This is an optimization exercise on Yosys and OpenROAD, whose aim is small area and a short achievable clock period, not a production implementation. At most, simulation tests tie the RTL to the original design; equivalence was not proved. For run 2, only the layout was checked, not whether the RTL still works.

$ cat flow/standard.sh
#!/bin/bash
# synth_recipe.tcl (not shown) runs the flow's synth.tcl, then flattens the netlist and writes it again
# the make line also repeats each setting of config.mk as NAME=value (left out here)
make -C /OpenROAD-flow-scripts/flow DESIGN_CONFIG=/design/flow/config.mk WORK_HOME=/design/flow/orfs CLKGATE_MAP_FILE= SYNTH_SCRIPT=/design/flow/synth_recipe.tcl "${@:-finish}"
$ cat flow/design.v
module DOUBLY_PIPELINE(clk,xi,yi,r,ang,xf,yf);
input signed [15:0] xi,yi;
input clk;
output signed [15:0] r,ang;
output signed [15:0] xf,yf;
reg signed [15:0] xr, yr;
reg signed [15:0] a2,a3,a4,a5,a6,a7,a8;
reg signed [15:0] b2,b3,b4,b5,b6,b7;
reg        t2;
reg [1:0]  t3;
reg [2:0]  t4;
reg [3:0]  t5;
reg [4:0]  t6;
reg [5:0]  t7;
reg [5:0]  t8;
reg signed [15:0] x2,x3,x4,x5,x6,x7,x8;
reg signed [15:0] y2,y3,y4,y5,y6,y7,y8;
reg signed [15:0] r_q, xf_q, yf_q;
reg [13:0] ang_q;
reg svn2, svn3, svn4, svn5, svn6;         
reg dxn1, dxn2, dxn3, dxn4, dxn5, dxn6;   
wire [15:0] sc_r, sc_x, sc_y;
scale16 u_sr(.v(a8), .q(sc_r));
scale16 u_sx(.v(x8), .q(sc_x));
scale16 u_sy(.v(y8), .q(sc_y));
wire signed [15:0] a1, b1;
wire c_a1, c_b1;
add_skl16 u_a1(.a(xr), .b(yr), .cin(1'b0), .s(a1), .cout(c_a1));
add_skl16 u_b1(.a(yr), .b(~xr), .cin(1'b1), .s(b1), .cout(c_b1));
wire signed [15:0] sh_a2 = b1 >>> 1;
wire [15:0] n_a2; wire co_a2;
add_skl16 u_a2(.a(a1), .b(sh_a2 ^ {16{b1[15]}}), .cin(b1[15]), .s(n_a2), .cout(co_a2));
wire signed [15:0] sh_b2 = a1 >>> 1;
wire [15:0] n_b2; wire co_b2;
add_skl16 u_b2(.a(b1), .b(sh_b2 ^ {16{~b1[15]}}), .cin(~b1[15]), .s(n_b2), .cout(co_b2));
wire signed [15:0] sh_x2 = b1 >>> 1;
wire [15:0] n_x2; wire co_x2;
add_skl16 u_x2(.a(a1), .b(sh_x2 ^ {16{~dxn1}}), .cin(~dxn1), .s(n_x2), .cout(co_x2));
wire signed [15:0] sh_y2 = a1 >>> 1;
wire [15:0] n_y2; wire co_y2;
add_skl16 u_y2(.a(b1), .b(sh_y2 ^ {16{~t3[0]}}), .cin(~t3[0]), .s(n_y2), .cout(co_y2));
wire signed [15:0] sh_a3 = b2 >>> 2;
wire [15:0] n_a3; wire co_a3;
add_skl10 u_a3(.a(a2), .b(sh_a3 ^ {16{b2[15]}}), .cin(b2[15]), .s(n_a3), .cout(co_a3));
wire signed [15:0] sh_b3 = a2 >>> 2;
wire [15:0] n_b3; wire co_b3;
add_skl10 u_b3(.a(b2), .b(sh_b3 ^ {16{svn2}}), .cin(svn2), .s(n_b3), .cout(co_b3));
wire signed [15:0] sh_a4 = b3 >>> 3;
wire [15:0] n_a4; wire co_a4;
add_skl10 u_a4(.a(a3), .b(sh_a4 ^ {16{b3[15]}}), .cin(b3[15]), .s(n_a4), .cout(co_a4));
wire signed [15:0] sh_b4 = a3 >>> 3;
wire [15:0] n_b4; wire co_b4;
add_skl10 u_b4(.a(b3), .b(sh_b4 ^ {16{svn3}}), .cin(svn3), .s(n_b4), .cout(co_b4));
wire signed [15:0] sh_a5 = b4 >>> 4;
wire [15:0] n_a5; wire co_a5;
add_skl10 u_a5(.a(a4), .b(sh_a5 ^ {16{b4[15]}}), .cin(b4[15]), .s(n_a5), .cout(co_a5));
wire signed [15:0] sh_b5 = a4 >>> 4;
wire [15:0] n_b5; wire co_b5;
add_skl10 u_b5(.a(b4), .b(sh_b5 ^ {16{svn4}}), .cin(svn4), .s(n_b5), .cout(co_b5));
wire signed [15:0] sh_a6 = b5 >>> 5;
wire [15:0] n_a6; wire co_a6;
add_skl10 u_a6(.a(a5), .b(sh_a6 ^ {16{b5[15]}}), .cin(b5[15]), .s(n_a6), .cout(co_a6));
wire signed [15:0] sh_b6 = a5 >>> 5;
wire [15:0] n_b6; wire co_b6;
add_skl10 u_b6(.a(b5), .b(sh_b6 ^ {16{svn5}}), .cin(svn5), .s(n_b6), .cout(co_b6));
wire signed [15:0] sh_a7 = b6 >>> 6;
wire [15:0] n_a7; wire co_a7;
add_skl10 u_a7(.a(a6), .b(sh_a7 ^ {16{b6[15]}}), .cin(b6[15]), .s(n_a7), .cout(co_a7));
wire signed [15:0] sh_b7 = a6 >>> 6;
wire [15:0] n_b7; wire co_b7;
add_skl10 u_b7(.a(b6), .b(sh_b7 ^ {16{svn6}}), .cin(svn6), .s(n_b7), .cout(co_b7));
wire signed [15:0] sh_a8 = b7 >>> 7;
wire [15:0] n_a8; wire co_a8;
add_skl10 u_a8(.a(a7), .b(sh_a8 ^ {16{b7[15]}}), .cin(b7[15]), .s(n_a8), .cout(co_a8));
wire signed [15:0] sh_x3 = y2 >>> 2;
wire [15:0] n_x3; wire co_x3;
add_skl10 u_x3(.a(x2), .b(sh_x3 ^ {16{~dxn2}}), .cin(~dxn2), .s(n_x3), .cout(co_x3));
wire signed [15:0] sh_y3 = x2 >>> 2;
wire [15:0] n_y3; wire co_y3;
add_skl10 u_y3(.a(y2), .b(sh_y3 ^ {16{~t4[1]}}), .cin(~t4[1]), .s(n_y3), .cout(co_y3));
wire signed [15:0] sh_x4 = y3 >>> 3;
wire [15:0] n_x4; wire co_x4;
add_skl10 u_x4(.a(x3), .b(sh_x4 ^ {16{~dxn3}}), .cin(~dxn3), .s(n_x4), .cout(co_x4));
wire signed [15:0] sh_y4 = x3 >>> 3;
wire [15:0] n_y4; wire co_y4;
add_skl10 u_y4(.a(y3), .b(sh_y4 ^ {16{~t5[2]}}), .cin(~t5[2]), .s(n_y4), .cout(co_y4));
wire signed [15:0] sh_x5 = y4 >>> 4;
wire [15:0] n_x5; wire co_x5;
add_skl10 u_x5(.a(x4), .b(sh_x5 ^ {16{~dxn4}}), .cin(~dxn4), .s(n_x5), .cout(co_x5));
wire signed [15:0] sh_y5 = x4 >>> 4;
wire [15:0] n_y5; wire co_y5;
add_skl10 u_y5(.a(y4), .b(sh_y5 ^ {16{~t6[3]}}), .cin(~t6[3]), .s(n_y5), .cout(co_y5));
wire signed [15:0] sh_x6 = y5 >>> 5;
wire [15:0] n_x6; wire co_x6;
add_skl10 u_x6(.a(x5), .b(sh_x6 ^ {16{~dxn5}}), .cin(~dxn5), .s(n_x6), .cout(co_x6));
wire signed [15:0] sh_y6 = x5 >>> 5;
wire [15:0] n_y6; wire co_y6;
add_skl10 u_y6(.a(y5), .b(sh_y6 ^ {16{~t7[4]}}), .cin(~t7[4]), .s(n_y6), .cout(co_y6));
wire signed [15:0] sh_x7 = y6 >>> 6;
wire [15:0] n_x7; wire co_x7;
add_skl10 u_x7(.a(x6), .b(sh_x7 ^ {16{~dxn6}}), .cin(~dxn6), .s(n_x7), .cout(co_x7));
wire signed [15:0] sh_y7 = x6 >>> 6;
wire [15:0] n_y7; wire co_y7;
add_skl10 u_y7(.a(y6), .b(sh_y7 ^ {16{~t8[5]}}), .cin(~t8[5]), .s(n_y7), .cout(co_y7));
wire signed [15:0] sh_x8 = y7 >>> 7;
wire [15:0] n_x8; wire co_x8;
add_skl10 u_x8(.a(x7), .b(sh_x8 ^ {16{1'b1}}), .cin(1'b1), .s(n_x8), .cout(co_x8));
wire signed [15:0] sh_y8 = x7 >>> 7;
wire [15:0] n_y8; wire co_y8;
add_skl10 u_y8(.a(y7), .b(sh_y8 ^ {16{1'b0}}), .cin(1'b0), .s(n_y8), .cout(co_y8));
wire [13:0] ang_half = 14'd4928 - (t8[0] ? 14'd2657 : 14'd0) - (t8[1] ? 14'd1404 : 14'd0)
                     - (t8[2] ? 14'd713 : 14'd0) - (t8[3] ? 14'd358 : 14'd0)
                     - (t8[4] ? 14'd179 : 14'd0) - (t8[5] ? 14'd89 : 14'd0);
always @(posedge clk) begin
  xr <= xi;
  yr <= yi;
  a2 <= n_a2; b2 <= n_b2;
  a3 <= n_a3; b3 <= n_b3;
  a4 <= n_a4; b4 <= n_b4;
  a5 <= n_a5; b5 <= n_b5;
  a6 <= n_a6; b6 <= n_b6;
  a7 <= n_a7; b7 <= n_b7;
  a8 <= n_a8;
  t2 <= b1[15];
  t3 <= {b2[15], t2};
  t4 <= {b3[15], t3};
  t5 <= {b4[15], t4};
  t6 <= {b5[15], t5};
  t7 <= {b6[15], t6};
  t8 <= t7;
  x2 <= n_x2; y2 <= n_y2;
  x3 <= n_x3; y3 <= n_y3;
  x4 <= n_x4; y4 <= n_y4;
  x5 <= n_x5; y5 <= n_y5;
  x6 <= n_x6; y6 <= n_y6;
  x7 <= n_x7; y7 <= n_y7;
  x8 <= n_x8; y8 <= n_y8;
  r_q   <= sc_r;
  xf_q  <= sc_x;
  yf_q  <= sc_y;
  ang_q <= ang_half;
  svn2 <= ~n_b2[15];
  svn3 <= ~n_b3[15];
  svn4 <= ~n_b4[15];
  svn5 <= ~n_b5[15];
  svn6 <= ~n_b6[15];
  dxn1 <= ~t2;
  dxn2 <= ~t3[1];
  dxn3 <= ~t4[2];
  dxn4 <= ~t5[3];
  dxn5 <= ~t6[4];
  dxn6 <= ~t7[5];
end
assign r = r_q;
assign xf = xf_q;
assign yf = yf_q;
assign ang = {ang_q[13], ang_q, 1'b0};
endmodule
module add_skl10(input [15:0] a, b, input cin, output [15:0] s, output cout);
wire [15:0] p = a ^ b; wire [15:0] g = a & b;
wire gg0 = g[0] | (p[0] & cin);
wire gg1 = g[2] | (p[2] & g[1]); wire pp1 = p[2] & p[1];
wire gg2 = g[4] | (p[4] & g[3]); wire pp2 = p[4] & p[3];
wire gg3 = g[6] | (p[6] & g[5]); wire pp3 = p[6] & p[5];
wire gg4 = g[8] | (p[8] & g[7]); wire pp4 = p[8] & p[7];
wire gg5 = g[1] | (p[1] & gg0);
wire gg6 = gg1 | (pp1 & gg0);
wire gg7 = g[5] | (p[5] & gg2); wire pp7 = p[5] & pp2;
wire gg8 = gg3 | (pp3 & gg2); wire pp8 = pp3 & pp2;
wire gg9 = g[9] | (p[9] & gg4); wire pp9 = p[9] & pp4;
wire gg10 = g[3] | (p[3] & gg6);
wire gg11 = gg2 | (pp2 & gg6);
wire gg12 = gg7 | (pp7 & gg6);
wire gg13 = gg8 | (pp8 & gg6);
wire gg14 = g[7] | (p[7] & gg13);
wire gg15 = gg4 | (pp4 & gg13);
wire gg16 = gg9 | (pp9 & gg13);
assign s[0] = p[0] ^ cin;
assign s[1] = p[1] ^ gg0;
assign s[2] = p[2] ^ gg5;
assign s[3] = p[3] ^ gg6;
assign s[4] = p[4] ^ gg10;
assign s[5] = p[5] ^ gg11;
assign s[6] = p[6] ^ gg12;
assign s[7] = p[7] ^ gg13;
assign s[8] = p[8] ^ gg14;
assign s[9] = p[9] ^ gg15;
wire [16:10] c; assign c[10] = gg16;
assign s[10] = a[10]^b[10]^c[10]; assign c[11] = (a[10]&b[10]) | (c[10]&(a[10]^b[10]));
assign s[11] = a[11]^b[11]^c[11]; assign c[12] = (a[11]&b[11]) | (c[11]&(a[11]^b[11]));
assign s[12] = a[12]^b[12]^c[12]; assign c[13] = (a[12]&b[12]) | (c[12]&(a[12]^b[12]));
assign s[13] = a[13]^b[13]^c[13]; assign c[14] = (a[13]&b[13]) | (c[13]&(a[13]^b[13]));
assign s[14] = a[14]^b[14]^c[14]; assign c[15] = (a[14]&b[14]) | (c[14]&(a[14]^b[14]));
assign s[15] = a[15]^b[15]^c[15]; assign c[16] = (a[15]&b[15]) | (c[15]&(a[15]^b[15]));
assign cout = c[16];
endmodule
module add_skl16(input [15:0] a, b, input cin, output [15:0] s, output cout);
wire [15:0] p = a ^ b; wire [15:0] g = a & b;
wire gg0 = g[0] | (p[0] & cin);
wire gg1 = g[2] | (p[2] & g[1]); wire pp1 = p[2] & p[1];
wire gg2 = g[4] | (p[4] & g[3]); wire pp2 = p[4] & p[3];
wire gg3 = g[6] | (p[6] & g[5]); wire pp3 = p[6] & p[5];
wire gg4 = g[8] | (p[8] & g[7]); wire pp4 = p[8] & p[7];
wire gg5 = g[10] | (p[10] & g[9]); wire pp5 = p[10] & p[9];
wire gg6 = g[12] | (p[12] & g[11]); wire pp6 = p[12] & p[11];
wire gg7 = g[14] | (p[14] & g[13]); wire pp7 = p[14] & p[13];
wire gg8 = g[1] | (p[1] & gg0);
wire gg9 = gg1 | (pp1 & gg0);
wire gg10 = g[5] | (p[5] & gg2); wire pp10 = p[5] & pp2;
wire gg11 = gg3 | (pp3 & gg2); wire pp11 = pp3 & pp2;
wire gg12 = g[9] | (p[9] & gg4); wire pp12 = p[9] & pp4;
wire gg13 = gg5 | (pp5 & gg4); wire pp13 = pp5 & pp4;
wire gg14 = g[13] | (p[13] & gg6); wire pp14 = p[13] & pp6;
wire gg15 = gg7 | (pp7 & gg6); wire pp15 = pp7 & pp6;
wire gg16 = g[3] | (p[3] & gg9);
wire gg17 = gg2 | (pp2 & gg9);
wire gg18 = gg10 | (pp10 & gg9);
wire gg19 = gg11 | (pp11 & gg9);
wire gg20 = g[11] | (p[11] & gg13); wire pp20 = p[11] & pp13;
wire gg21 = gg6 | (pp6 & gg13); wire pp21 = pp6 & pp13;
wire gg22 = gg14 | (pp14 & gg13); wire pp22 = pp14 & pp13;
wire gg23 = gg15 | (pp15 & gg13); wire pp23 = pp15 & pp13;
wire gg24 = g[7] | (p[7] & gg19);
wire gg25 = gg4 | (pp4 & gg19);
wire gg26 = gg12 | (pp12 & gg19);
wire gg27 = gg13 | (pp13 & gg19);
wire gg28 = gg20 | (pp20 & gg19);
wire gg29 = gg21 | (pp21 & gg19);
wire gg30 = gg22 | (pp22 & gg19);
wire gg31 = gg23 | (pp23 & gg19);
wire gg32 = g[15] | (p[15] & gg31);
assign s[0] = p[0] ^ cin;
assign s[1] = p[1] ^ gg0;
assign s[2] = p[2] ^ gg8;
assign s[3] = p[3] ^ gg9;
assign s[4] = p[4] ^ gg16;
assign s[5] = p[5] ^ gg17;
assign s[6] = p[6] ^ gg18;
assign s[7] = p[7] ^ gg19;
assign s[8] = p[8] ^ gg24;
assign s[9] = p[9] ^ gg25;
assign s[10] = p[10] ^ gg26;
assign s[11] = p[11] ^ gg27;
assign s[12] = p[12] ^ gg28;
assign s[13] = p[13] ^ gg29;
assign s[14] = p[14] ^ gg30;
assign s[15] = p[15] ^ gg31;
assign cout = gg32;
endmodule
module scale16(input [15:0] v, output [15:0] q);
wire [15:0] nv = ~v;
wire fs0 = v[13] ^ v[7]; wire fc0 = v[13] & v[7];
wire fs1 = v[14] ^ v[8] ^ v[5]; wire fc1 = (v[14] & v[8]) | (v[14] & v[5]) | (v[8] & v[5]);
wire fs2 = nv[12] ^ nv[10]; wire fc2 = nv[12] & nv[10];
wire fs3 = v[9] ^ v[6] ^ nv[15]; wire fc3 = (v[9] & v[6]) | (v[9] & nv[15]) | (v[6] & nv[15]);
wire fs4 = v[13] ^ v[11] ^ v[3]; wire fc4 = (v[13] & v[11]) | (v[13] & v[3]) | (v[11] & v[3]);
wire fs5 = v[10] ^ v[7] ^ nv[14]; wire fc5 = (v[10] & v[7]) | (v[10] & nv[14]) | (v[7] & nv[14]);
wire fs6 = nv[12] ^ nv[4]; wire fc6 = nv[12] & nv[4];
wire fs7 = v[15] ^ v[11] ^ v[8]; wire fc7 = (v[15] & v[11]) | (v[15] & v[8]) | (v[11] & v[8]);
wire fs8 = v[13] ^ v[5] ^ v[3]; wire fc8 = (v[13] & v[5]) | (v[13] & v[3]) | (v[5] & v[3]);
wire fs9 = v[12] ^ v[9] ^ nv[14]; wire fc9 = (v[12] & v[9]) | (v[12] & nv[14]) | (v[9] & nv[14]);
wire fs10 = nv[6] ^ nv[4]; wire fc10 = nv[6] & nv[4];
wire fs11 = v[15] ^ v[13] ^ v[10]; wire fc11 = (v[15] & v[13]) | (v[15] & v[10]) | (v[13] & v[10]);
wire fs12 = v[14] ^ v[11] ^ v[0]; wire fc12 = (v[14] & v[11]) | (v[14] & v[0]) | (v[11] & v[0]);
wire fs13 = v[12] ^ v[1]; wire fc13 = v[12] & v[1];
wire fs14 = v[13] ^ v[2] ^ v[0]; wire fc14 = (v[13] & v[2]) | (v[13] & v[0]) | (v[2] & v[0]);
wire fs15 = v[14] ^ v[3] ^ v[1]; wire fc15 = (v[14] & v[3]) | (v[14] & v[1]) | (v[3] & v[1]);
wire fs16 = v[15] ^ nv[11]; wire fc16 = v[15] & nv[11];
wire fs17 = v[4] ^ v[2] ^ nv[15]; wire fc17 = (v[4] & v[2]) | (v[4] & nv[15]) | (v[2] & nv[15]);
wire fs18 = v[5] ^ v[3]; wire fc18 = v[5] & v[3];
wire fs19 = v[6] ^ v[4]; wire fc19 = v[6] & v[4];
wire fs20 = v[11] ^ v[5] ^ v[2]; wire fc20 = (v[11] & v[5]) | (v[11] & v[2]) | (v[5] & v[2]);
wire fs21 = v[12] ^ v[6] ^ v[3]; wire fc21 = (v[12] & v[6]) | (v[12] & v[3]) | (v[6] & v[3]);
wire fs22 = nv[10] ^ nv[8]; wire fc22 = nv[10] & nv[8];
wire fs23 = fs0 ^ v[4] ^ nv[11]; wire fc23 = (fs0 & v[4]) | (fs0 & nv[11]) | (v[4] & nv[11]);
wire fs24 = v[9] ^ v[1] ^ v[15]; wire fc24 = (v[9] & v[1]) | (v[9] & v[15]) | (v[1] & v[15]);
wire fs25 = fc0 ^ fs1 ^ fs2; wire fc25 = (fc0 & fs1) | (fc0 & fs2) | (fs1 & fs2);
wire fs26 = v[2] ^ v[0] ^ ~1'b1; wire fc26 = (v[2] & v[0]) | (v[2] & ~1'b1) | (v[0] & ~1'b1);
wire fs27 = fc1 ^ fc2 ^ fs3; wire fc27 = (fc1 & fc2) | (fc1 & fs3) | (fc2 & fs3);
wire fs28 = fs4 ^ v[1] ^ ~1'b1; wire fc28 = (fs4 & v[1]) | (fs4 & ~1'b1) | (v[1] & ~1'b1);
wire fs29 = fc3 ^ fs5 ^ fs6; wire fc29 = (fc3 & fs5) | (fc3 & fs6) | (fs5 & fs6);
wire fs30 = fc4 ^ v[2] ^ ~1'b1; wire fc30 = (fc4 & v[2]) | (fc4 & ~1'b1) | (v[2] & ~1'b1);
wire fs31 = fc5 ^ fc6 ^ fs7; wire fc31 = (fc5 & fc6) | (fc5 & fs7) | (fc6 & fs7);
wire fs32 = fs8 ^ v[0] ^ ~1'b1; wire fc32 = (fs8 & v[0]) | (fs8 & ~1'b1) | (v[0] & ~1'b1);
wire fs33 = fc7 ^ fs9 ^ fs10; wire fc33 = (fc7 & fs9) | (fc7 & fs10) | (fs9 & fs10);
wire fs34 = fc8 ^ v[1] ^ ~1'b1; wire fc34 = (fc8 & v[1]) | (fc8 & ~1'b1) | (v[1] & ~1'b1);
wire fs35 = fc9 ^ fc10 ^ fs11; wire fc35 = (fc9 & fc10) | (fc9 & fs11) | (fc10 & fs11);
wire fs36 = v[7] ^ v[5] ^ v[2]; wire fc36 = (v[7] & v[5]) | (v[7] & v[2]) | (v[5] & v[2]);
wire fs37 = fc11 ^ fs12 ^ nv[8]; wire fc37 = (fc11 & fs12) | (fc11 & nv[8]) | (fs12 & nv[8]);
wire fs38 = v[6] ^ v[3] ^ ~1'b1; wire fc38 = (v[6] & v[3]) | (v[6] & ~1'b1) | (v[3] & ~1'b1);
wire fs39 = fc12 ^ fs13 ^ nv[15]; wire fc39 = (fc12 & fs13) | (fc12 & nv[15]) | (fs13 & nv[15]);
wire fs40 = v[9] ^ v[7] ^ v[4]; wire fc40 = (v[9] & v[7]) | (v[9] & v[4]) | (v[7] & v[4]);
wire fs41 = fc13 ^ fs14 ^ nv[10]; wire fc41 = (fc13 & fs14) | (fc13 & nv[10]) | (fs14 & nv[10]);
wire fs42 = v[8] ^ v[5] ^ ~1'b1; wire fc42 = (v[8] & v[5]) | (v[8] & ~1'b1) | (v[5] & ~1'b1);
wire fs43 = fc14 ^ fs15 ^ fs16; wire fc43 = (fc14 & fs15) | (fc14 & fs16) | (fs15 & fs16);
wire fs44 = v[9] ^ v[6] ^ ~1'b1; wire fc44 = (v[9] & v[6]) | (v[9] & ~1'b1) | (v[6] & ~1'b1);
wire fs45 = fc15 ^ fc16 ^ fs17; wire fc45 = (fc15 & fc16) | (fc15 & fs17) | (fc16 & fs17);
wire fs46 = v[12] ^ v[10] ^ v[7]; wire fc46 = (v[12] & v[10]) | (v[12] & v[7]) | (v[10] & v[7]);
wire fs47 = fc17 ^ fs18 ^ nv[13]; wire fc47 = (fc17 & fs18) | (fc17 & nv[13]) | (fs18 & nv[13]);
wire fs48 = v[11] ^ v[8] ^ ~1'b1; wire fc48 = (v[11] & v[8]) | (v[11] & ~1'b1) | (v[8] & ~1'b1);
wire fs49 = fc18 ^ fs19 ^ nv[14]; wire fc49 = (fc18 & fs19) | (fc18 & nv[14]) | (fs19 & nv[14]);
wire fs50 = v[12] ^ v[9] ^ ~1'b1; wire fc50 = (v[12] & v[9]) | (v[12] & ~1'b1) | (v[9] & ~1'b1);
wire fs51 = fc19 ^ v[15] ^ v[7]; wire fc51 = (fc19 & v[15]) | (fc19 & v[7]) | (v[15] & v[7]);
wire fs52 = nv[5] ^ v[13] ^ v[10]; wire fc52 = (nv[5] & v[13]) | (nv[5] & v[10]) | (v[13] & v[10]);
wire fs53 = v[8] ^ v[6] ^ nv[14]; wire fc53 = (v[8] & v[6]) | (v[8] & nv[14]) | (v[6] & nv[14]);
wire fs54 = nv[11] ^ 1'b1; wire fc54 = nv[11] & 1'b1;
wire fs55 = v[15] ^ v[9] ^ v[7]; wire fc55 = (v[15] & v[9]) | (v[15] & v[7]) | (v[9] & v[7]);
wire fs56 = v[10] ^ v[8]; wire fc56 = v[10] & v[8];
wire fs57 = v[11] ^ v[9]; wire fc57 = v[11] & v[9];
wire fs58 = fs20 ^ nv[9]; wire fc58 = fs20 & nv[9];
wire fs59 = fc20 ^ fs21 ^ fs22; wire fc59 = (fc20 & fs21) | (fc20 & fs22) | (fs21 & fs22);
wire fs60 = fc21 ^ fc22 ^ fs23; wire fc60 = (fc21 & fc22) | (fc21 & fs23) | (fc22 & fs23);
wire fs61 = fc23 ^ fs25 ^ ~fc24; wire fc61 = (fc23 & fs25) | (fc23 & ~fc24) | (fs25 & ~fc24);
wire fs62 = fc25 ^ fs27 ^ ~fc26; wire fc62 = (fc25 & fs27) | (fc25 & ~fc26) | (fs27 & ~fc26);
wire fs63 = fc27 ^ fs29 ^ ~fc28; wire fc63 = (fc27 & fs29) | (fc27 & ~fc28) | (fs29 & ~fc28);
wire fs64 = fc29 ^ fs31 ^ ~fc30; wire fc64 = (fc29 & fs31) | (fc29 & ~fc30) | (fs31 & ~fc30);
wire fs65 = fc31 ^ fs33 ^ ~fc32; wire fc65 = (fc31 & fs33) | (fc31 & ~fc32) | (fs33 & ~fc32);
wire fs66 = fc33 ^ fs35 ^ ~fc34; wire fc66 = (fc33 & fs35) | (fc33 & ~fc34) | (fs35 & ~fc34);
wire fs67 = fc35 ^ fs37 ^ ~fc36; wire fc67 = (fc35 & fs37) | (fc35 & ~fc36) | (fs37 & ~fc36);
wire fs68 = fc37 ^ fs39 ^ ~fc38; wire fc68 = (fc37 & fs39) | (fc37 & ~fc38) | (fs39 & ~fc38);
wire fs69 = fc39 ^ fs41 ^ ~fc40; wire fc69 = (fc39 & fs41) | (fc39 & ~fc40) | (fs41 & ~fc40);
wire fs70 = fc41 ^ fs43 ^ ~fc42; wire fc70 = (fc41 & fs43) | (fc41 & ~fc42) | (fs43 & ~fc42);
wire fs71 = fc43 ^ fs45 ^ ~fc44; wire fc71 = (fc43 & fs45) | (fc43 & ~fc44) | (fs45 & ~fc44);
wire fs72 = fc45 ^ fs47 ^ ~fc46; wire fc72 = (fc45 & fs47) | (fc45 & ~fc46) | (fs47 & ~fc46);
wire fs73 = fc47 ^ fs49 ^ ~fc48; wire fc73 = (fc47 & fs49) | (fc47 & ~fc48) | (fs49 & ~fc48);
wire fs74 = fc49 ^ fs51 ^ ~fc50; wire fc74 = (fc49 & fs51) | (fc49 & ~fc50) | (fs51 & ~fc50);
wire fs75 = fc51 ^ fs53 ^ fs54; wire fc75 = (fc51 & fs53) | (fc51 & fs54) | (fs53 & fs54);
wire fs76 = fc53 ^ fc54 ^ fs55; wire fc76 = (fc53 & fc54) | (fc53 & fs55) | (fc54 & fs55);
wire fs77 = fc55 ^ fs56 ^ nv[13]; wire fc77 = (fc55 & fs56) | (fc55 & nv[13]) | (fs56 & nv[13]);
wire fs78 = fc56 ^ fs57 ^ nv[14]; wire fc78 = (fc56 & fs57) | (fc56 & nv[14]) | (fs57 & nv[14]);
wire fs79 = fc57 ^ v[15] ^ v[12]; wire fc79 = (fc57 & v[15]) | (fc57 & v[12]) | (v[15] & v[12]);
wire fs80 = v[13] ^ v[11]; wire fc80 = v[13] & v[11];
wire fs81 = v[14] ^ v[12]; wire fc81 = v[14] & v[12];
wire fs82 = fs58 ^ nv[7]; wire fc82 = fs58 & nv[7];
wire fs83 = fc58 ^ fs59 ^ nv[0]; wire fc83 = (fc58 & fs59) | (fc58 & nv[0]) | (fs59 & nv[0]);
wire fs84 = fc59 ^ fs60 ^ ~fs24; wire fc84 = (fc59 & fs60) | (fc59 & ~fs24) | (fs60 & ~fs24);
wire fs85 = fc60 ^ fs61 ^ ~fs26; wire fc85 = (fc60 & fs61) | (fc60 & ~fs26) | (fs61 & ~fs26);
wire fs86 = fc61 ^ fs62 ^ ~fs28; wire fc86 = (fc61 & fs62) | (fc61 & ~fs28) | (fs62 & ~fs28);
wire fs87 = fc62 ^ fs63 ^ ~fs30; wire fc87 = (fc62 & fs63) | (fc62 & ~fs30) | (fs63 & ~fs30);
wire fs88 = fc63 ^ fs64 ^ ~fs32; wire fc88 = (fc63 & fs64) | (fc63 & ~fs32) | (fs64 & ~fs32);
wire fs89 = fc64 ^ fs65 ^ ~fs34; wire fc89 = (fc64 & fs65) | (fc64 & ~fs34) | (fs65 & ~fs34);
wire fs90 = fc65 ^ fs66 ^ ~fs36; wire fc90 = (fc65 & fs66) | (fc65 & ~fs36) | (fs66 & ~fs36);
wire fs91 = fc66 ^ fs67 ^ ~fs38; wire fc91 = (fc66 & fs67) | (fc66 & ~fs38) | (fs67 & ~fs38);
wire fs92 = fc67 ^ fs68 ^ ~fs40; wire fc92 = (fc67 & fs68) | (fc67 & ~fs40) | (fs68 & ~fs40);
wire fs93 = fc68 ^ fs69 ^ ~fs42; wire fc93 = (fc68 & fs69) | (fc68 & ~fs42) | (fs69 & ~fs42);
wire fs94 = fc69 ^ fs70 ^ ~fs44; wire fc94 = (fc69 & fs70) | (fc69 & ~fs44) | (fs70 & ~fs44);
wire fs95 = fc70 ^ fs71 ^ ~fs46; wire fc95 = (fc70 & fs71) | (fc70 & ~fs46) | (fs71 & ~fs46);
wire fs96 = fc71 ^ fs72 ^ ~fs48; wire fc96 = (fc71 & fs72) | (fc71 & ~fs48) | (fs72 & ~fs48);
wire fs97 = fc72 ^ fs73 ^ ~fs50; wire fc97 = (fc72 & fs73) | (fc72 & ~fs50) | (fs73 & ~fs50);
wire fs98 = fc73 ^ fs74 ^ ~fs52; wire fc98 = (fc73 & fs74) | (fc73 & ~fs52) | (fs74 & ~fs52);
wire fs99 = fc74 ^ fs75 ^ ~fc52; wire fc99 = (fc74 & fs75) | (fc74 & ~fc52) | (fs75 & ~fc52);
wire fs100 = fc75 ^ fs76 ^ nv[12]; wire fc100 = (fc75 & fs76) | (fc75 & nv[12]) | (fs76 & nv[12]);
wire fs101 = fc76 ^ fs77 ^ 1'b1; wire fc101 = (fc76 & fs77) | (fc76 & 1'b1) | (fs77 & 1'b1);
wire fs102 = fc77 ^ fs78 ^ 1'b1; wire fc102 = (fc77 & fs78) | (fc77 & 1'b1) | (fs78 & 1'b1);
wire fs103 = fc78 ^ fs79 ^ v[10]; wire fc103 = (fc78 & fs79) | (fc78 & v[10]) | (fs79 & v[10]);
wire fs104 = fc79 ^ fs80 ^ 1'b1; wire fc104 = (fc79 & fs80) | (fc79 & 1'b1) | (fs80 & 1'b1);
wire fs105 = fc80 ^ fs81 ^ 1'b1; wire fc105 = (fc80 & fs81) | (fc80 & 1'b1) | (fs81 & 1'b1);
wire fs106 = fc81 ^ v[13] ^ nv[15]; wire fc106 = (fc81 & v[13]) | (fc81 & nv[15]) | (v[13] & nv[15]);
wire fs107 = v[14] ^ 1'b1; wire fc107 = v[14] & 1'b1;
wire [27:0] ra = {1'b1, fc107, fc106, fc105, fc104, fc103, fc102, fc101, fc100, fc99, fc98, fc97, fc96, fc95, fc94, fc93, fc92, fc91, fc90, fc89, fc88, fc87, fc86, fc85, fc84, fc83, fc82, fs82};
wire [27:0] rb = {1'b0, nv[15], fs107, fs106, fs105, fs104, fs103, fs102, fs101, fs100, fs99, fs98, fs97, fs96, fs95, fs94, fs93, fs92, fs91, fs90, fs89, fs88, fs87, fs86, fs85, fs84, fs83, 1'b1};
wire [27:0] rs; wire rco;
scale16_fin u_fin(.a(ra), .b(rb), .cin(1'b0), .s(rs), .cout(rco));
assign q = rs[27:12];
endmodule
module scale16_fin(input [27:0] a, b, input cin, output [27:0] s, output cout);
wire [27:0] p = a ^ b; wire [27:0] g = a & b;
wire gg0 = g[0] | (p[0] & cin);
wire gg1 = g[2] | (p[2] & g[1]); wire pp1 = p[2] & p[1];
wire gg2 = g[4] | (p[4] & g[3]); wire pp2 = p[4] & p[3];
wire gg3 = g[6] | (p[6] & g[5]); wire pp3 = p[6] & p[5];
wire gg4 = g[8] | (p[8] & g[7]); wire pp4 = p[8] & p[7];
wire gg5 = g[10] | (p[10] & g[9]); wire pp5 = p[10] & p[9];
wire gg6 = g[12] | (p[12] & g[11]); wire pp6 = p[12] & p[11];
wire gg7 = g[14] | (p[14] & g[13]); wire pp7 = p[14] & p[13];
wire gg8 = g[16] | (p[16] & g[15]); wire pp8 = p[16] & p[15];
wire gg9 = g[18] | (p[18] & g[17]); wire pp9 = p[18] & p[17];
wire gg10 = g[20] | (p[20] & g[19]); wire pp10 = p[20] & p[19];
wire gg11 = g[22] | (p[22] & g[21]); wire pp11 = p[22] & p[21];
wire gg12 = g[24] | (p[24] & g[23]); wire pp12 = p[24] & p[23];
wire gg13 = g[26] | (p[26] & g[25]); wire pp13 = p[26] & p[25];
wire gg14 = g[1] | (p[1] & gg0);
wire gg15 = gg1 | (pp1 & gg0);
wire gg16 = g[5] | (p[5] & gg2); wire pp16 = p[5] & pp2;
wire gg17 = gg3 | (pp3 & gg2); wire pp17 = pp3 & pp2;
wire gg18 = g[9] | (p[9] & gg4); wire pp18 = p[9] & pp4;
wire gg19 = gg5 | (pp5 & gg4); wire pp19 = pp5 & pp4;
wire gg20 = g[13] | (p[13] & gg6); wire pp20 = p[13] & pp6;
wire gg21 = gg7 | (pp7 & gg6); wire pp21 = pp7 & pp6;
wire gg22 = g[17] | (p[17] & gg8); wire pp22 = p[17] & pp8;
wire gg23 = gg9 | (pp9 & gg8); wire pp23 = pp9 & pp8;
wire gg24 = g[21] | (p[21] & gg10); wire pp24 = p[21] & pp10;
wire gg25 = gg11 | (pp11 & gg10); wire pp25 = pp11 & pp10;
wire gg26 = g[25] | (p[25] & gg12); wire pp26 = p[25] & pp12;
wire gg27 = gg13 | (pp13 & gg12); wire pp27 = pp13 & pp12;
wire gg28 = g[3] | (p[3] & gg15);
wire gg29 = gg2 | (pp2 & gg15);
wire gg30 = gg16 | (pp16 & gg15);
wire gg31 = gg17 | (pp17 & gg15);
wire gg32 = g[11] | (p[11] & gg19); wire pp32 = p[11] & pp19;
wire gg33 = gg6 | (pp6 & gg19); wire pp33 = pp6 & pp19;
wire gg34 = gg20 | (pp20 & gg19); wire pp34 = pp20 & pp19;
wire gg35 = gg21 | (pp21 & gg19); wire pp35 = pp21 & pp19;
wire gg36 = g[19] | (p[19] & gg23); wire pp36 = p[19] & pp23;
wire gg37 = gg10 | (pp10 & gg23); wire pp37 = pp10 & pp23;
wire gg38 = gg24 | (pp24 & gg23); wire pp38 = pp24 & pp23;
wire gg39 = gg25 | (pp25 & gg23); wire pp39 = pp25 & pp23;
wire gg40 = g[27] | (p[27] & gg27); wire pp40 = p[27] & pp27;
wire gg41 = g[7] | (p[7] & gg31);
wire gg42 = gg4 | (pp4 & gg31);
wire gg43 = gg18 | (pp18 & gg31);
wire gg44 = gg19 | (pp19 & gg31);
wire gg45 = gg32 | (pp32 & gg31);
wire gg46 = gg33 | (pp33 & gg31);
wire gg47 = gg34 | (pp34 & gg31);
wire gg48 = gg35 | (pp35 & gg31);
wire gg49 = g[23] | (p[23] & gg39); wire pp49 = p[23] & pp39;
wire gg50 = gg12 | (pp12 & gg39); wire pp50 = pp12 & pp39;
wire gg51 = gg26 | (pp26 & gg39); wire pp51 = pp26 & pp39;
wire gg52 = gg27 | (pp27 & gg39); wire pp52 = pp27 & pp39;
wire gg53 = gg40 | (pp40 & gg39); wire pp53 = pp40 & pp39;
wire gg54 = g[15] | (p[15] & gg48);
wire gg55 = gg8 | (pp8 & gg48);
wire gg56 = gg22 | (pp22 & gg48);
wire gg57 = gg23 | (pp23 & gg48);
wire gg58 = gg36 | (pp36 & gg48);
wire gg59 = gg37 | (pp37 & gg48);
wire gg60 = gg38 | (pp38 & gg48);
wire gg61 = gg39 | (pp39 & gg48);
wire gg62 = gg49 | (pp49 & gg48);
wire gg63 = gg50 | (pp50 & gg48);
wire gg64 = gg51 | (pp51 & gg48);
wire gg65 = gg52 | (pp52 & gg48);
wire gg66 = gg53 | (pp53 & gg48);
assign s[0] = p[0] ^ cin;
assign s[1] = p[1] ^ gg0;
assign s[2] = p[2] ^ gg14;
assign s[3] = p[3] ^ gg15;
assign s[4] = p[4] ^ gg28;
assign s[5] = p[5] ^ gg29;
assign s[6] = p[6] ^ gg30;
assign s[7] = p[7] ^ gg31;
assign s[8] = p[8] ^ gg41;
assign s[9] = p[9] ^ gg42;
assign s[10] = p[10] ^ gg43;
assign s[11] = p[11] ^ gg44;
assign s[12] = p[12] ^ gg45;
assign s[13] = p[13] ^ gg46;
assign s[14] = p[14] ^ gg47;
assign s[15] = p[15] ^ gg48;
assign s[16] = p[16] ^ gg54;
assign s[17] = p[17] ^ gg55;
assign s[18] = p[18] ^ gg56;
assign s[19] = p[19] ^ gg57;
assign s[20] = p[20] ^ gg58;
assign s[21] = p[21] ^ gg59;
assign s[22] = p[22] ^ gg60;
assign s[23] = p[23] ^ gg61;
assign s[24] = p[24] ^ gg62;
assign s[25] = p[25] ^ gg63;
assign s[26] = p[26] ^ gg64;
assign s[27] = p[27] ^ gg65;
assign cout = gg66;
endmodule
$ cat flow/config.mk
export PLATFORM = sky130hd
export DESIGN_NAME = DOUBLY_PIPELINE
export DESIGN_NICKNAME = DOUBLY_PIPELINE
export VERILOG_FILES = /design/flow/design.v
export SDC_FILE = /design/flow/constraint.sdc
export NUM_CORES = 4
export LEC_CHECK = 0
export CAP_MARGIN = 20
export CORE_MARGIN = 2
export CORE_UTILIZATION = 40
export CTS_CLUSTER_DIAMETER = 200
export CTS_CLUSTER_SIZE = 25
export SLEW_MARGIN = 20
$ cat flow/constraint.sdc
create_clock -name core_clock -period 22.0 [get_ports {clk}]
set_input_delay 4.4000 -clock core_clock [delete_from_list [all_inputs] [get_ports {clk}]]
set_output_delay 4.4000 -clock core_clock [all_outputs]
set_load 0.01 [all_outputs]
$ cat flow/flow/run.sh
#!/bin/bash
set -euo pipefail
export BUFFER_PORTS_ARGS="-buffer_cell sky130_fd_sc_hd__buf_2"
bash standard.sh > standard_flow.log 2>&1
==> results of run 1 <==
==> final timing paths <==
check        endpoint  slack, ns
max reg2reg   r_q[14]      16.40
min reg2reg     t8[2]       0.33
max           r_q[14]      16.40
min             t8[2]       0.33
==> critical path, stage by stage (launching register included) <==
cell	delay (ns)
dfxtp_1	0.66
inv_1	0.27
fa_1	0.54
fa_1	0.52
fa_1	0.51
inv_1	0.05
fa_1	0.45
ha_1	0.22
or3_1	0.36
a221oi_1	0.30
o32ai_1	0.22
a41o_1	0.30
a41oi_1	0.28
a21oi_1	0.17
a211o_1	0.31
a21o_1	0.20
xor2_1	0.14
==> metal layers <==
layer,vias up,GRT usage,wire length [um]
met5,-,0,0
met4,0,0.0310,1480
met3,65,0.0151,1540
met2,188,0.257,33500
met1,10100,0.182,31100
li1,11200,-,-
==> cells by family after synthesis <==
family,Yosys count,synth area share
AOI/OAI and AO/OA,396,0.0723
DFF,557,0.289
adders and majority gates,942,0.387
muxes,14,0.00399
xor gates and xnor gates,587,0.134
buffers and inverters,778,0.0766
other,1,0.0000972
and+or+nand+nor,285,0.0372
==> cell usage in the layout (no fill, tap or decap), types with 5 or more instances in the layout <==
cell | netlist | final
a21o_1 | 110 | 110
a21oi_1 | 114 | 114
a31o_1 | 11 | 11
a31oi_1 | 5 | 5
and2_1 | 19 | 19
and3_1 | 10 | 10
buf_2 | 11 | 95
buf_4 | 5 | 6
clkbuf_16 | 0 | 27
dfxtp_1 | 557 | 557
fa_1 | 419 | 419
ha_1 | 523 | 523
inv_1 | 733 | 733
mux2_2 | 9 | 9
nand2_1 | 36 | 36
nand2b_1 | 39 | 39
nand3_1 | 14 | 14
nor2_1 | 91 | 91
nor2b_1 | 24 | 24
nor3_1 | 31 | 31
o21a_1 | 29 | 29
o21ai_0 | 30 | 30
o21ai_1 | 10 | 10
o21ba_1 | 5 | 5
o21ba_2 | 6 | 6
o21bai_1 | 28 | 28
xnor2_1 | 307 | 306
xor2_1 | 279 | 279
==> area by class of cell <==
type                            instances  area (um2)  share of cell area
Multi-Input combinational cell       2225       24500               0.594
Sequential cell                       557       11200               0.271
Inverter                              734        2760              0.0669
Tap cell                             1265        1580              0.0384
Clock buffer                           27         676              0.0164
Timing Repair Buffer                  101         520              0.0126
Clock inverter                          1        20.0            0.000486
==> metrics by stage <==
| step | hold slack, ns | cells | area [um2] |
|---|---|---|---|
| after floorplan | 0.310 | 3560 | 38600 |
| after global placement | 0.311 | 4882 | 40500 |
| after detailed placement | 0.312 | 4882 | 40500 |
| after CTS | 0.329 | 4910 | 41200 |
| after global routing | 0.321 | 4910 | 41200 |
| final | 0.334 | 4910 | 41200 |
==> impl_metrics.py, run 1 <==
metrics = {
    "synthesis": {
        "yosysTopAreaCellShare": 0.289,
        "yosys_warnings": 1,
        "synth.largest_area_cell": "dfxtp_1",
        "syn_area_um2": 38600,
        "synth_edf_count": 0,
        "synthTopCellsByCount": "inv_1 (733), dfxtp_1 (557), ha_1 (523)",
        "synthFlopType": "dfxtp_1",
        "synthCells": 3560,
        "syn_nets": 4535,
        "yosysUniqueCellTypes": 74,
        "ys_seq_elements": 557,
        "async_reset_ff_frac": 0,
        "syn_area_per_cell_um2": 10.8,
        "yosysMostFrequentCell": "inv_1",
        "yosysSeqAreaShare": 0.289,
        "ys_top_cells_by_area": "dfxtp_1 (29%), fa_1 (22%), ha_1 (17%)",
    },
    "sta": {
        "timing.final.crit_share": 0.254,
        "setup_ws_ns": 16.40,
        "tns_ns": 0,
        "period_needed_ns": 5.60,
        "fmax_mhz": 179,
        "clock_skew_ns": 0.0173,
        "hold_viol": 0,
        "final-max-slew-violation-count": 0,
        "rsz0062_at_grt": "no",
        "setup_viol": 0,
        "relSlewSlack": 0.378,
        "tightestPinTransition_ns": 0.930,
    },
    "clocking": {
        "ctsResizeCount": 0,
        "postCtsSetupRepairBufs": 0,
        "clkTransAtPathRegs_ns": 0.11,
        "clk_latency_ns": 0.60,
        "cts_made_buffers": 26,
        "root_buffer": "clkbuf_16",
        "clock-sinks": 557,
        "htreeDepth": 1,
        "cts_tree": "built",
        "clock_path_buffers": 3,
        "cts_hold_buf": 0,
    },
    "layout": {
        "final_util": 0.432,
        "n_fill_cell": 9082,
        "diodes": 0,
        "nNetsFinal": 4620,
        "drive_gt1_frac": 0.0464,
        "syn_to_final_growth_pct": 6.76,
    },
    "placement": {
        "routabilityCongestion": 0.877,
        "dpl.hpwl_mm": 58.0,
        "io_buffer_count": 95,
        "pre_cts_slack_ns": 16.34,
    },
    "setup_path": {
        "rr_startpoint": "a8[15]",
        "worstPathArrival_ns": 6.10,
        "reg2regPathDepth": 16,
        "cp-start-kind": "flop",
        "cp_max_fo": 8,
        "crit_type": "flop to flop",
        "critPathLaunch": "a8[15]",
        "critPathRequiredTime_ns": 22.50,
        "endpoint_kind": "flop",
    },
    "floorplanning": {
        "die_area_um2": 98900,
        "die_h_um": 315,
        "core_um2": 95300,
        "rows": 113,
        "start_util": 0.405,
        "io_pins": 97,
        "die-width_um": 315,
    },
    "grt": {
        "grtUsageTotal": 0.142,
        "first_global_vias": 23100,
        "grt_pass1_wl_mm": 115,
        "overflow": 0,
        "antenna_found_initial": 0,
        "grt_max_degree": 31,
    },
    "status": {
        "outcome": "finished clean",
    },
    "routing": {
        "routedWlPerCell_um": 13.8,
        "drtPass1Iterations": 5,
        "vias": 21600,
        "ant_nets": 0,
        "drc": 0,
        "via_per_inst": 4.40,
        "drt_iter0_drc": 564,
        "routed_wl_mm": 67.6,
    },
    "flow_run": {
        "cap_violations": 0,
    },
    "hold_path": {
        "hold_path.class": "flop to flop",
        "holdPathStages": 0,
        "min_from": "t7[2]",
    },
}
==> run 2: changes to the inputs <==
--- a/flow/design.v
+++ b/flow/design.v
@@ -4,5 +4,5 @@
 output signed [15:0] r,ang;
 output signed [15:0] xf,yf;
-reg signed [15:0] xr, yr;
+reg signed [15:6] xr, yr;   
 reg signed [15:0] a2,a3,a4,a5,a6,a7,a8;
 reg signed [15:0] b2,b3,b4,b5,b6,b7;
@@ -26,6 +26,13 @@
 wire signed [15:0] a1, b1;
 wire c_a1, c_b1;
-add_skl16 u_a1(.a(xr), .b(yr), .cin(1'b0), .s(a1), .cout(c_a1));
-add_skl16 u_b1(.a(yr), .b(~xr), .cin(1'b1), .s(b1), .cout(c_b1));
+wire [5:0] a1lo_n, b1lo_n; wire ca_n, cb_n;
+add6_skl u_a1lo(.a(xi[5:0]), .b(yi[5:0]), .cin(1'b0), .s(a1lo_n), .cout(ca_n));
+add6_skl u_b1lo(.a(yi[5:0]), .b(~xi[5:0]), .cin(1'b1), .s(b1lo_n), .cout(cb_n));
+reg [5:0] a1lo, b1lo; reg ca, cb;
+wire [9:0] a1hi, b1hi;
+add10_skl u_a1hi(.a(xr[15:6]), .b(yr[15:6]), .cin(ca), .s(a1hi), .cout(c_a1));
+add10_skl u_b1hi(.a(yr[15:6]), .b(~xr[15:6]), .cin(cb), .s(b1hi), .cout(c_b1));
+assign a1 = {a1hi, a1lo};
+assign b1 = {b1hi, b1lo};
 wire signed [15:0] sh_a2 = b1 >>> 1;
 wire [15:0] n_a2; wire co_a2;
@@ -113,6 +120,7 @@
                      - (t8[4] ? 14'd179 : 14'd0) - (t8[5] ? 14'd89 : 14'd0);
 always @(posedge clk) begin
-  xr <= xi;
-  yr <= yi;
+  xr <= xi[15:6];
+  yr <= yi[15:6];
+  a1lo <= a1lo_n; b1lo <= b1lo_n; ca <= ca_n; cb <= cb_n;
   a2 <= n_a2; b2 <= n_b2;
   a3 <= n_a3; b3 <= n_b3;
@@ -157,4 +165,54 @@
 assign ang = {ang_q[13], ang_q, 1'b0};
 endmodule
+module add10_skl(input [9:0] a, b, input cin, output [9:0] s, output cout);
+wire [9:0] p = a ^ b; wire [9:0] g = a & b;
+wire gg0 = g[0] | (p[0] & cin);
+wire gg1 = g[2] | (p[2] & g[1]); wire pp1 = p[2] & p[1];
+wire gg2 = g[4] | (p[4] & g[3]); wire pp2 = p[4] & p[3];
+wire gg3 = g[6] | (p[6] & g[5]); wire pp3 = p[6] & p[5];
+wire gg4 = g[8] | (p[8] & g[7]); wire pp4 = p[8] & p[7];
+wire gg5 = g[1] | (p[1] & gg0);
+wire gg6 = gg1 | (pp1 & gg0);
+wire gg7 = g[5] | (p[5] & gg2); wire pp7 = p[5] & pp2;
+wire gg8 = gg3 | (pp3 & gg2); wire pp8 = pp3 & pp2;
+wire gg9 = g[9] | (p[9] & gg4); wire pp9 = p[9] & pp4;
+wire gg10 = g[3] | (p[3] & gg6);
+wire gg11 = gg2 | (pp2 & gg6);
+wire gg12 = gg7 | (pp7 & gg6);
+wire gg13 = gg8 | (pp8 & gg6);
+wire gg14 = g[7] | (p[7] & gg13);
+wire gg15 = gg4 | (pp4 & gg13);
+wire gg16 = gg9 | (pp9 & gg13);
+assign s[0] = p[0] ^ cin;
+assign s[1] = p[1] ^ gg0;
+assign s[2] = p[2] ^ gg5;
+assign s[3] = p[3] ^ gg6;
+assign s[4] = p[4] ^ gg10;
+assign s[5] = p[5] ^ gg11;
+assign s[6] = p[6] ^ gg12;
+assign s[7] = p[7] ^ gg13;
+assign s[8] = p[8] ^ gg14;
+assign s[9] = p[9] ^ gg15;
+assign cout = gg16;
+endmodule
+module add6_skl(input [5:0] a, b, input cin, output [5:0] s, output cout);
+wire [5:0] p = a ^ b; wire [5:0] g = a & b;
+wire gg0 = g[0] | (p[0] & cin);
+wire gg1 = g[2] | (p[2] & g[1]); wire pp1 = p[2] & p[1];
+wire gg2 = g[4] | (p[4] & g[3]); wire pp2 = p[4] & p[3];
+wire gg3 = g[1] | (p[1] & gg0);
+wire gg4 = gg1 | (pp1 & gg0);
+wire gg5 = g[5] | (p[5] & gg2); wire pp5 = p[5] & pp2;
+wire gg6 = g[3] | (p[3] & gg4);
+wire gg7 = gg2 | (pp2 & gg4);
+wire gg8 = gg5 | (pp5 & gg4);
+assign s[0] = p[0] ^ cin;
+assign s[1] = p[1] ^ gg0;
+assign s[2] = p[2] ^ gg3;
+assign s[3] = p[3] ^ gg4;
+assign s[4] = p[4] ^ gg6;
+assign s[5] = p[5] ^ gg7;
+assign cout = gg8;
+endmodule
 module add_skl10(input [15:0] a, b, input cin, output [15:0] s, output cout);
 wire [15:0] p = a ^ b; wire [15:0] g = a & b;
==> run 2 against run 1 <==
Still clean on timing, DRC and antenna; first-iteration DRC count rose by 16%; design area decreased by 0.19%; synthesized area down 0.25%; non-clock buffer count decreased by 2; register-to-register slack better by 0.04 ns; critical path depth stayed put; fmax increased by 0.75%; worst setup slack improved by 0.042 ns; sequential cell count down 1; cell count is 0.59% higher; critical endpoint unchanged; largest cell class unchanged; highest routed layer unchanged.
==> impl_metrics.py, run 2 <==
metrics = {
    "status": {
        "outcome": "finished clean",
    },
    "clocking": {
        "ctsResizeCount": 0,
        "cts_made_buffers": 26,
        "cts_tree": "built",
        "htreeDepth": 1,
        "cts_hold_buf": 0,
        "clkTransAtPathRegs_ns": 0.10,
        "root_buffer": "clkbuf_16",
        "clk_latency_ns": 0.60,
        "postCtsSetupRepairBufs": 0,
        "clock_path_buffers": 3,
        "clock-sinks": 556,
    },
    "synthesis": {
        "syn_area_um2": 38500,
        "syn_nets": 4566,
        "synth.largest_area_cell": "dfxtp_1",
        "synthFlopType": "dfxtp_1",
        "yosysTopAreaCellShare": 0.289,
        "yosysSeqAreaShare": 0.289,
        "synthCells": 3587,
        "yosysUniqueCellTypes": 63,
        "async_reset_ff_frac": 0,
        "synthTopCellsByCount": "inv_1 (756), dfxtp_1 (556), ha_1 (521)",
        "ys_top_cells_by_area": "dfxtp_1 (29%), fa_1 (22%), ha_1 (17%)",
        "syn_area_per_cell_um2": 10.7,
        "ys_seq_elements": 556,
        "yosys_warnings": 1,
        "synth_edf_count": 0,
        "yosysMostFrequentCell": "inv_1",
    },
    "sta": {
        "period_needed_ns": 5.55,
        "rsz0062_at_grt": "no",
        "relSlewSlack": 0.343,
        "tightestPinTransition_ns": 0.984,
        "setup_viol": 0,
        "hold_viol": 0,
        "tns_ns": 0,
        "final-max-slew-violation-count": 0,
        "clock_skew_ns": 0.0270,
        "timing.final.crit_share": 0.252,
        "fmax_mhz": 180,
    },
    "routing": {
        "routedWlPerCell_um": 13.4,
        "via_per_inst": 4.38,
        "routed_wl_mm": 66.2,
        "drc": 0,
        "vias": 21600,
        "drt_iter0_drc": 654,
        "ant_nets": 0,
        "drtPass1Iterations": 6,
    },
    "floorplanning": {
        "die-width_um": 314,
        "rows": 113,
        "io_pins": 97,
        "die_h_um": 314,
        "core_um2": 95200,
        "die_area_um2": 98700,
        "start_util": 0.404,
    },
    "layout": {
        "final_cell_mix": "inv_1 (756), dfxtp_1 (556), ha_1 (521), fa_1 (425), xor2_1 (286)",
        "syn_to_final_growth_pct": 6.83,
        "nNetsFinal": 4652,
        "instances_no_fill": 4939,
        "drive_gt1_frac": 0.0471,
        "diodes": 0,
        "final_common_cell": "inv_1",
    },
    "setup_path": {
        "endpoint_kind": "flop",
        "worstPathArrival_ns": 6.10,
        "cp_max_fo": 8,
        "cp-start-kind": "flop",
        "critPathRequiredTime_ns": 22.54,
        "crit_type": "flop to flop",
    },
    "grt": {
        "antenna_found_initial": 0,
        "grt_pass1_wl_mm": 114,
        "grt_max_degree": 34,
        "grtUsageTotal": 0.140,
        "first_global_vias": 23000,
        "overflow": 0,
    },
    "hold_path": {
        "hold_path.class": "flop to flop",
    },
    "placement": {
        "dpl.hpwl_mm": 56.5,
        "dpl.cell_count": 4910,
        "routabilityCongestion": 0.887,
        "io_buffer_count": 95,
    },
    "flow_run": {
        "cap_violations": 0,
    },
}
-- run 2: final cells by class --
type | instances | area, um2
clock buffer | 27 | 676
clock inverter | 2 | 25.0
fill | 9152 | 54100
inverter | 756 | 2840
multi-input combinational | 2234 | 24300
sequential | 556 | 11100
tap | 1265 | 1580
timing repair buffer | 99 | 505
-- run 2: stage by stage --
stage	utilization	hold WS (ns)	cell area [um2]	worst slack, ns
3_3_place_gp	0.425	0.312	40400	16.16
2_1_floorplan	-	0.310	38500	16.41
3_5_place_dp	0.425	0.312	40400	16.13
5_1_grt	0.432	0.336	41100	15.97
4_1_cts	0.432	0.332	41100	16.33
6_report	0.432	0.329	41100	16.45
-- run 2: worst paths after layout --
| path | startpoint | end | slack [ns] | depth (start not counted) |
|---|---|---|---|---|
| min | t5[1] | t6[1] | 0.33 | 0 |
| max reg2reg | a8[11] | r_q[14] | 16.45 | 16 |
| min reg2reg | t5[1] | t6[1] | 0.33 | 0 |
| max | a8[11] | r_q[14] | 16.45 | 16 |
-- run 2: logic make-up after synthesis --
group | synth area share
other cells | 0.0000975
fa+ha+maj | 0.391
flops | 0.289
mux | 0.00585
buf+inv | 0.0780
simple gates | 0.0341
xor+xnor | 0.131
compound gates | 0.0706
-- run 2: metal layers --
layer  GRT usage  share of wire  wire [um]
met1       0.182           0.47      30800
met2       0.251           0.49      32600
met3      0.0141          0.027       1800
met4      0.0247          0.015       1020
met5           0              0          0
-- run 2: critical path, stage by stage, from the launching register on --
cell and delay [ns]:
dfxtp_1 0.66, inv_1 0.27, fa_1 0.52, fa_1 0.52, fa_1 0.52, inv_1 0.05, fa_1 0.45, ha_1 0.22
a2111oi_0 0.35, o21ai_0 0.16, a32oi_1 0.42, o21ai_0 0.23, a41oi_1 0.36, a21oi_1 0.20, o211a_1 0.27, o21a_1 0.18
nor2_1 0.10
==> run 3: changes to the inputs <==
--- a/flow/design.v
+++ b/flow/design.v
@@ -55,5 +55,5 @@
 wire signed [15:0] sh_a4 = b3 >>> 3;
 wire [15:0] n_a4; wire co_a4;
-add_skl10 u_a4(.a(a3), .b(sh_a4 ^ {16{b3[15]}}), .cin(b3[15]), .s(n_a4), .cout(co_a4));
+add_skl8 u_a4(.a(a3), .b(sh_a4 ^ {16{b3[15]}}), .cin(b3[15]), .s(n_a4), .cout(co_a4));
 wire signed [15:0] sh_b4 = a3 >>> 3;
 wire [15:0] n_b4; wire co_b4;
@@ -61,5 +61,5 @@
 wire signed [15:0] sh_a5 = b4 >>> 4;
 wire [15:0] n_a5; wire co_a5;
-add_skl10 u_a5(.a(a4), .b(sh_a5 ^ {16{b4[15]}}), .cin(b4[15]), .s(n_a5), .cout(co_a5));
+add_skl8 u_a5(.a(a4), .b(sh_a5 ^ {16{b4[15]}}), .cin(b4[15]), .s(n_a5), .cout(co_a5));
 wire signed [15:0] sh_b5 = a4 >>> 4;
 wire [15:0] n_b5; wire co_b5;
@@ -67,5 +67,5 @@
 wire signed [15:0] sh_a6 = b5 >>> 5;
 wire [15:0] n_a6; wire co_a6;
-add_skl10 u_a6(.a(a5), .b(sh_a6 ^ {16{b5[15]}}), .cin(b5[15]), .s(n_a6), .cout(co_a6));
+add_skl8 u_a6(.a(a5), .b(sh_a6 ^ {16{b5[15]}}), .cin(b5[15]), .s(n_a6), .cout(co_a6));
 wire signed [15:0] sh_b6 = a5 >>> 5;
 wire [15:0] n_b6; wire co_b6;
@@ -73,5 +73,5 @@
 wire signed [15:0] sh_a7 = b6 >>> 6;
 wire [15:0] n_a7; wire co_a7;
-add_skl10 u_a7(.a(a6), .b(sh_a7 ^ {16{b6[15]}}), .cin(b6[15]), .s(n_a7), .cout(co_a7));
+add_skl8 u_a7(.a(a6), .b(sh_a7 ^ {16{b6[15]}}), .cin(b6[15]), .s(n_a7), .cout(co_a7));
 wire signed [15:0] sh_b7 = a6 >>> 6;
 wire [15:0] n_b7; wire co_b7;
@@ -79,5 +79,5 @@
 wire signed [15:0] sh_a8 = b7 >>> 7;
 wire [15:0] n_a8; wire co_a8;
-add_skl10 u_a8(.a(a7), .b(sh_a8 ^ {16{b7[15]}}), .cin(b7[15]), .s(n_a8), .cout(co_a8));
+add_skl8 u_a8(.a(a7), .b(sh_a8 ^ {16{b7[15]}}), .cin(b7[15]), .s(n_a8), .cout(co_a8));
 wire signed [15:0] sh_x3 = y2 >>> 2;
 wire [15:0] n_x3; wire co_x3;
@@ -112,8 +112,8 @@
 wire signed [15:0] sh_x8 = y7 >>> 7;
 wire [15:0] n_x8; wire co_x8;
-add_skl10 u_x8(.a(x7), .b(sh_x8 ^ {16{1'b1}}), .cin(1'b1), .s(n_x8), .cout(co_x8));
+add_skl8 u_x8(.a(x7), .b(sh_x8 ^ {16{1'b1}}), .cin(1'b1), .s(n_x8), .cout(co_x8));
 wire signed [15:0] sh_y8 = x7 >>> 7;
 wire [15:0] n_y8; wire co_y8;
-add_skl10 u_y8(.a(y7), .b(sh_y8 ^ {16{1'b0}}), .cin(1'b0), .s(n_y8), .cout(co_y8));
+add_skl8 u_y8(.a(y7), .b(sh_y8 ^ {16{1'b0}}), .cin(1'b0), .s(n_y8), .cout(co_y8));
 wire [13:0] ang_half = 14'd4928 - (t8[0] ? 14'd2657 : 14'd0) - (t8[1] ? 14'd1404 : 14'd0)
                      - (t8[2] ? 14'd713 : 14'd0) - (t8[3] ? 14'd358 : 14'd0)
@@ -306,4 +306,38 @@
 assign cout = gg32;
 endmodule
+module add_skl8(input [15:0] a, b, input cin, output [15:0] s, output cout);
+wire [15:0] p = a ^ b; wire [15:0] g = a & b;
+wire gg0 = g[0] | (p[0] & cin);
+wire gg1 = g[2] | (p[2] & g[1]); wire pp1 = p[2] & p[1];
+wire gg2 = g[4] | (p[4] & g[3]); wire pp2 = p[4] & p[3];
+wire gg3 = g[6] | (p[6] & g[5]); wire pp3 = p[6] & p[5];
+wire gg4 = g[1] | (p[1] & gg0);
+wire gg5 = gg1 | (pp1 & gg0);
+wire gg6 = g[5] | (p[5] & gg2); wire pp6 = p[5] & pp2;
+wire gg7 = gg3 | (pp3 & gg2); wire pp7 = pp3 & pp2;
+wire gg8 = g[3] | (p[3] & gg5);
+wire gg9 = gg2 | (pp2 & gg5);
+wire gg10 = gg6 | (pp6 & gg5);
+wire gg11 = gg7 | (pp7 & gg5);
+wire gg12 = g[7] | (p[7] & gg11);
+assign s[0] = p[0] ^ cin;
+assign s[1] = p[1] ^ gg0;
+assign s[2] = p[2] ^ gg4;
+assign s[3] = p[3] ^ gg5;
+assign s[4] = p[4] ^ gg8;
+assign s[5] = p[5] ^ gg9;
+assign s[6] = p[6] ^ gg10;
+assign s[7] = p[7] ^ gg11;
+wire [16:8] c; assign c[8] = gg12;
+assign s[8] = a[8]^b[8]^c[8]; assign c[9] = (a[8]&b[8]) | (c[8]&(a[8]^b[8]));
+assign s[9] = a[9]^b[9]^c[9]; assign c[10] = (a[9]&b[9]) | (c[9]&(a[9]^b[9]));
+assign s[10] = a[10]^b[10]^c[10]; assign c[11] = (a[10]&b[10]) | (c[10]&(a[10]^b[10]));
+assign s[11] = a[11]^b[11]^c[11]; assign c[12] = (a[11]&b[11]) | (c[11]&(a[11]^b[11]));
+assign s[12] = a[12]^b[12]^c[12]; assign c[13] = (a[12]&b[12]) | (c[12]&(a[12]^b[12]));
+assign s[13] = a[13]^b[13]^c[13]; assign c[14] = (a[13]&b[13]) | (c[13]&(a[13]^b[13]));
+assign s[14] = a[14]^b[14]^c[14]; assign c[15] = (a[14]&b[14]) | (c[14]&(a[14]^b[14]));
+assign s[15] = a[15]^b[15]^c[15]; assign c[16] = (a[15]&b[15]) | (c[15]&(a[15]^b[15]));
+assign cout = c[16];
+endmodule
 module scale16(input [15:0] v, output [15:0] q);
 wire [15:0] nv = ~v;
==> run 3 against run 2 <==
Via count shrank 1.6%; still clean; critical path depth grew 1; non-clock buffer count grew 4; global-route usage is essentially flat; fmax shrank 9.9%; highest routed layer unchanged; sequential cell count is the same.
==> impl_metrics.py, run 3 <==
metrics = {
    "status": {
        "outcome": "finished clean",
    },
    "floorplanning": {
        "core_um2": 94600,
        "rows": 113,
        "die-width_um": 312,
        "die_h_um": 312,
    },
    "clocking": {
        "htreeDepth": 1,
        "clock-sinks": 556,
        "cts_made_buffers": 26,
        "clock_path_buffers": 3,
        "root_buffer": "clkbuf_16",
        "postCtsSetupRepairBufs": 0,
    },
    "layout": {
        "final_cell_mix": "inv_1 (758), dfxtp_1 (556), ha_1 (506), fa_1 (436), xnor2_1 (301)",
        "diodes": 0,
        "nNetsFinal": 4563,
        "final_area_um2": 40700,
    },
    "placement": {
        "dpl.hpwl_mm": 56.6,
        "io_buffer_count": 95,
    },
    "grt": {
        "overflow": 0,
        "grt_max_degree": 30,
        "antenna_found_initial": 0,
        "top_usage_layer": "met2",
    },
    "setup_path": {
        "rr_startpoint": "a8[15]",
        "reg2regPathDepth": 17,
        "endpoint_kind": "flop",
        "rrSetupSlack_ns": 15.84,
    },
    "hold_path": {
        "hold-path-endpoint": "t8[1]",
        "hold_path.class": "flop to flop",
        "holdPathStages": 0,
    },
    "routing": {
        "drtPass1Iterations": 6,
        "drt_iter0_drc": 625,
        "drc": 0,
    },
    "synthesis": {
        "yosysTopAreaCellShare": 0.293,
        "syn_nets": 4469,
        "synth_top_family_by_area": "adder cells",
        "synth_edf_count": 0,
        "syn_area_per_cell_um2": 10.9,
        "yosysMostFrequentCell": "inv_1",
        "yosysUniqueCellTypes": 53,
        "synthXorXnorAreaFrac": 0.129,
        "synthFlopType": "dfxtp_1",
        "synthCells": 3494,
    },
    "sta": {
        "timing.final.crit_share": 0.280,
        "tightestPinTransition_ns": 0.868,
        "period_needed_ns": 6.16,
    },
}
-- run 3: cell types whose count changed after synthesis, sizes merged, moves of 11 or more --
cell | previous run | this run
a21oi | 146 | 109
o21bai | 15 | 33
fa | 425 | 436
nand2 | 67 | 35
nand2b | 17 | 41
o21ai | 59 | 40
ha | 521 | 506
xnor2 | 285 | 302
xor2 | 286 | 257
-- run 3: worst max-delay path, cell delays in order (launching register included) --
cell       delay [ns]
dfxtp_1          0.66
inv_1            0.30
fa_1             0.52
fa_1             0.51
fa_1             0.51
inv_1            0.05
fa_1             0.45
ha_1             0.32
a21oi_1          0.16
o21ai_0          0.14
a2111oi_0        0.80
o21bai_1         0.23
a21oi_1          0.40
o211a_1          0.25
nor3_1           0.08
a2111oi_4        0.35
a21oi_1          0.16
xor2_1           0.16
-- run 3: how the worst max path moves through the flow --
stage	start	to	slack, ns	depth (start not counted)
after floorplan	xi[1]	cb	16.41	9
after global placement	a8[15]	r_q[14]	15.85	17
after detailed placement	a8[15]	r_q[14]	15.78	17
after CTS	a8[15]	r_q[14]	15.76	17
after global routing	a8[15]	r_q[14]	15.30	17
final	a8[15]	r_q[14]	15.84	17
-- run 3: routing by layer --
layer / routed length (um) / vias to the layer above
met4: 1240 / 0
met5: 0 / -
met3: 1660 / 54
met1: 29600 / 10100
met2: 33200 / 194
li1: - / 10900
-- run 3: kinds of logic (layout without fill, tap and decap cells) --
kind of cell             Yosys count  in the layout
adder cells (fa/ha/maj)          942            942
buffers and inverters            795            889
XOR/XNOR                         559            559
flip-flops                       556            556
AO/OA/AOI/OAI                    377            377
AND/OR/NAND/NOR                  251            251
multiplexers                      13             13
other                              1              1
-- run 3: cell type report --
type	count	area (um2)
clock buffers	27	676
flip-flops and latches	556	11100
repair buffers	103	536
well taps	1265	1580
inverters	758	2850
fillers	8974	53900
clock inverters	1	20.0
multi-input cells	2143	23900
-- run 3: metrics by stage --
| stage | hold slack [ns] | instances |
|---|---|---|
| after detailed placement | 0.312 | 4825 |
| after floorplan | 0.310 | 3494 |
| after global placement | 0.311 | 4825 |
| after CTS | 0.335 | 4853 |
| after global routing | 0.335 | 4853 |
| final | 0.333 | 4853 |

[separate check: timing with driven ports]
No port has a modelled driver above. Below, the same layouts with a new extraction and two added sets of constraints. Step 1 assumes that a clkbuf_16 drives the clock port and a buf_2 every other input. Step 2 also shifts input and output timing later by t, the mid clock arrival at the registers, as if the neighbouring blocks saw the same clock. Slacks: ideal / step 1 / step 2; pairs: ideal / step 1.
run	t, ns	setup WS [ns]	clock arrival spread, ns	worst register clock-pin slew, ns
run 1	0.655	16.404 / 16.404 / 16.404	0.022 / 0.023	0.11 / 0.11
run 2	0.649	16.446 / 16.433 / 16.163	0.031 / 0.032	0.11 / 0.11
run 3	0.647	15.839 / 15.839 / 15.839	0.025 / 0.025	0.11 / 0.11
After both steps every run listed still meets setup and hold. The setup slack of run 2, which loses most, moves by -0.013 ns with the drivers and by -0.283 ns with both steps.
